This is an optimization exercise on Yosys and OpenROAD, whose aim is small area and a short achievable clock period, not a production implementation.
The RTL was checked by simulation tests, not by an equivalence proof against the original design.

## the baseline
// Posit_Multiplier
module Posit_Multiplier(A1, B1, clk, reset, OUT);
  input [0:15] A1, B1;
  input clk, reset;
  output reg [0:15] OUT;
  wire [14:0] ma_in, mb_in;
  pabs u_aa(A1[0], A1[1:15], ma_in);
  pabs u_ab(B1[0], B1[1:15], mb_in);
  reg sa, sb;
  reg [14:0] ma, mb;
  reg rst_d;
  wire [15:0] res;
  always @(posedge clk) begin
    sa <= A1[0];
    sb <= B1[0];
    ma <= ma_in;
    mb <= mb_in;
    rst_d <= reset;
    OUT <= res & {16{~reset}};
  end
  wire [3:0] sha, shb;
  wire [1:0] ea, eb;
  wire [10:0] fa, fb;
  pdec u_da(ma, sha, ea, fa);
  pdec u_db(mb, shb, eb, fb);
  wire [12:0] r;
  pmul_core u_m(fa, fb, r);
  wire c = r[12] | r[11];                  
  wire p22 = ~r[11];                       
  wire [6:0] sca = {~ma[14], sha ^ {4{~ma[14]}}, ea};
  wire [6:0] scb = {~mb[14], shb ^ {4{~mb[14]}}, eb};
  wire [7:0] s0;
  prip #(8) u_sc({sca[6], sca}, {scb[6], scb}, 1'b0, s0);
  wire neg = s0[7];                        
  wire [4:0] q = s0[6:2] ^ {5{neg}};       
  wire [1:0] fe = s0[1:0];
  wire f3 = &fe;                           
  wire m1 = &s0[7:2];                      
  wire za = ~|ma;
  wire zb = ~|mb;
  wire z = (za & ~sa) | (zb & ~sb) | rst_d;
  wire n = ((za & sa) | (zb & sb)) & ~z;
  wire so = ~z & (n | (sa ^ sb));
  wire rb = ~neg & ~z & ~n;                
  wire frc = z | n | q[4];
  reg [14:0] v0;
  always @* begin
    if (!c)
      v0 = {~neg, neg, fe, r[10:0]};
    else if (!f3)
      v0 = {~neg, neg, fe[1] ^ fe[0], ~fe[0], p22, r[10:1]};
    else if (!neg)
      v0 = {5'b11000, p22, r[10:2]};
    else if (m1)
      v0 = {4'b1000, p22, r[10:1]};
    else
  ...
==> module pabs, before the edit <==
module pabs(input s, input [14:0] x, output [14:0] m);
  wire [15:0] xx = {1'b0, x};
  wire [3:0] g;
  wire [15:0] w;    
  genvar i;
  generate for (i = 0; i < 4; i = i + 1) begin : gg
    assign g[i] = |xx[4*i+3:4*i];
    assign w[4*i] = 1'b0;
    assign w[4*i+1] = xx[4*i];
    assign w[4*i+2] = xx[4*i] | xx[4*i+1];
    assign w[4*i+3] = xx[4*i] | xx[4*i+1] | xx[4*i+2];
  end endgenerate
  wire [3:0] pg = {g[0] | g[1] | g[2], g[0] | g[1], g[0], 1'b0};
  wire [15:0] o;
  generate for (i = 0; i < 16; i = i + 1) begin : go
    assign o[i] = s & (pg[i/4] | w[i]);
  end endgenerate
  assign m = x ^ o[14:0];
endmodule
clock: 60.0 ns
lec_check: 0
cap_margin: 20
core_margin: 2
core_utilization: 40
cts_buf_list: sky130_fd_sc_hd__clkbuf_8
cts_cluster_diameter: 300
cts_cluster_size: 50
slew_margin: 20
standard.sh (not shown) runs the stock make flow with config.mk's settings and CLKGATE_MAP_FILE= SYNTH_SCRIPT=/design/flow/synth_recipe.tcl, a recipe that flattens the netlist after the stock synthesis.
==> flow/flow/run.sh <==
#!/bin/bash
# Layout flow: the standard flow (standard.sh) with these changes.
#  1. Synthesis skips Yosys's internal "abc -fast" before extract_fa, so the
#     full adders written in the RTL are extracted as written.
#  2. The final abc mapping uses flow/abc_area.script (area mapping), except
#     for the modules in FLOW_FAST_MODULES, which keep their hierarchy until
#     the standard flow's script flattens the design and are mapped with
#     flow/abc_fast.script (delay mapping).
#  3. Ports are buffered with sky130_fd_sc_hd__buf_1 cells.
# Registers and their names are those of the standard synthesis.
set -euo pipefail
here=$(pwd)
{
  head -n 1 synth_recipe.tcl
  cat flow/synth_overrides.tcl
  tail -n +2 synth_recipe.tcl
} > flow_synth.tcl
export FLOW_ABC_AREA="$here/flow/abc_area.script"
export FLOW_ABC_FAST="$here/flow/abc_fast.script"
export FLOW_FAST_MODULES="pabs"
bash standard.sh SYNTH_SCRIPT="$here/flow_synth.tcl" \
  "BUFFER_PORTS_ARGS=-buffer_cell sky130_fd_sc_hd__buf_1" SETUP_SLACK_MARGIN=46.9 finish > flow_standard.log 2>&1
==> flow/flow/abc_area.script <==
strash
dch
amap
strash
dch
amap
topo
==> flow/flow/abc_fast.script <==
strash
map
topo
==> flow/flow/synth_overrides.tcl <==
# Overrides for the standard flow's synthesis script (see run.sh).
# synth: the fine stage runs without Yosys's internal "abc -fast", so that
# extract_fa sees the full adders as the RTL writes them.  Modules listed in
# FLOW_FAST_MODULES keep their hierarchy until the end of synthesis (the standard flow's
# script flattens everything before writing the netlist).
proc synth {args} {
  if {[lsearch -exact $args "fine:"] >= 0} {
    yosys synth -nofsm -noshare -noabc {*}$args
  } else {
    if {[info exists ::env(FLOW_FAST_MODULES)]} {
      foreach m $::env(FLOW_FAST_MODULES) {
        yosys setattr -mod -set keep_hierarchy 1 $m
      }
    }
    yosys synth -nofsm -noshare {*}$args
  }
}
# abc: modules in FLOW_FAST_MODULES are mapped with FLOW_ABC_FAST, the rest
# with FLOW_ABC_AREA.
proc abc {args} {
  set i [lsearch -exact $args "-script"]
  if {$i < 0 || ![info exists ::env(FLOW_ABC_AREA)]} {
    yosys abc {*}$args
    return
  }
  set rest [list]
  if {[info exists ::env(FLOW_FAST_MODULES)]} {
    foreach m $::env(FLOW_FAST_MODULES) {
      if {[lindex [yosys select -count $m] 0] == 0} { continue }
      set a $args
      lset a [expr {$i + 1}] $::env(FLOW_ABC_FAST)
      yosys abc {*}$a $m
    }
    set rest [list $::env(DESIGN_NAME)]
  }
  set a $args
  lset a [expr {$i + 1}] $::env(FLOW_ABC_AREA)
  yosys abc {*}$a {*}$rest
}
The baseline | status: complete | timing, DRC, antenna: pass
Edits applied to the flow inputs when going from the baseline to the candidate:
--- a/flow/design.v
+++ b/flow/design.v
@@ -1,24 +1,15 @@
 module pabs(input s, input [14:0] x, output [14:0] m);
-  wire [15:0] xx = {1'b0, x};
-  wire [3:0] g;
-  wire [15:0] w;    
-  genvar i;
-  generate for (i = 0; i < 4; i = i + 1) begin : gg
-    assign g[i] = |xx[4*i+3:4*i];
-    assign w[4*i] = 1'b0;
-    assign w[4*i+1] = xx[4*i];
-    assign w[4*i+2] = xx[4*i] | xx[4*i+1];
-    assign w[4*i+3] = xx[4*i] | xx[4*i+1] | xx[4*i+2];
-  end endgenerate
-  wire [3:0] pg = {g[0] | g[1] | g[2], g[0] | g[1], g[0], 1'b0};
-  wire [15:0] o;
-  generate for (i = 0; i < 16; i = i + 1) begin : go
-    assign o[i] = s & (pg[i/4] | w[i]);
-  end endgenerate
-  assign m = x ^ o[14:0];
+  reg [14:0] p;
+  integer k;
+  always @* begin
+    p = x;
+    for (k = 1; k < 15; k = k * 2)
+      p = p | (p << k);
+  end
+  assign m = x ^ ({15{s}} & {p[13:0], 1'b0});
 endmodule
 module pneg(input s, input [14:0] x, output [14:0] m);
   reg [14:0] p;
   integer k;
   always @* begin
     p = x;
Findings:
- Going from the baseline to the candidate, area added between synthesis and finish up 0.33 points, post-synthesis net count went up.
- Summary — synthesized cell count, the candidate relative to the baseline: higher, by 42.
- Summary of the candidate over the baseline: worst hold slack stayed essentially flat, count of input and output buffers has remained practically unchanged, minimum period implied by the final worst setup slack went down 0.085 ns, wire length saw an increase.
- The class of the most critical setup path comes out in -> reg in one run and reg -> out in the other, namely in the baseline and the candidate respectively.
- Comparing the baseline and the candidate, share of cell area taken by flip-flops and latches is higher on the baseline.
- Re depth of the critical timing path with buffers and inverters included: the baseline was higher than the candidate.
- Looking at worst setup slack, the candidate sits 0.085 ns higher than the baseline does.

-- what the ideal ports hide --
In the flow no input, the clock included, has a driving cell. The finished layouts below were timed again as built, in two steps. Step 1: set_driving_cell puts a clkbuf_16 on clk and a buf_2 on each other input, an assumption about the parent block. Step 2 times the ports against the registers' clock, not the clock port: input delays grow and output delays shrink by t, the midpoint of the rising clock arrivals with the driver on. a / b / c = ideal / step 1 / step 2; a / b = the first two.
run | t, ns | slack for setup (ns) | worst data-port slew with drivers (ns)
the baseline | 0.342 | 47.111 / 47.123 / 46.781 | 0.03
the candidate | 0.337 | 47.196 / 47.160 / 46.957 | 0.03
After both steps every run listed still meets setup and hold. The setup slack of the baseline, which loses most, moves by +0.012 ns with the drivers and by -0.330 ns with both steps.
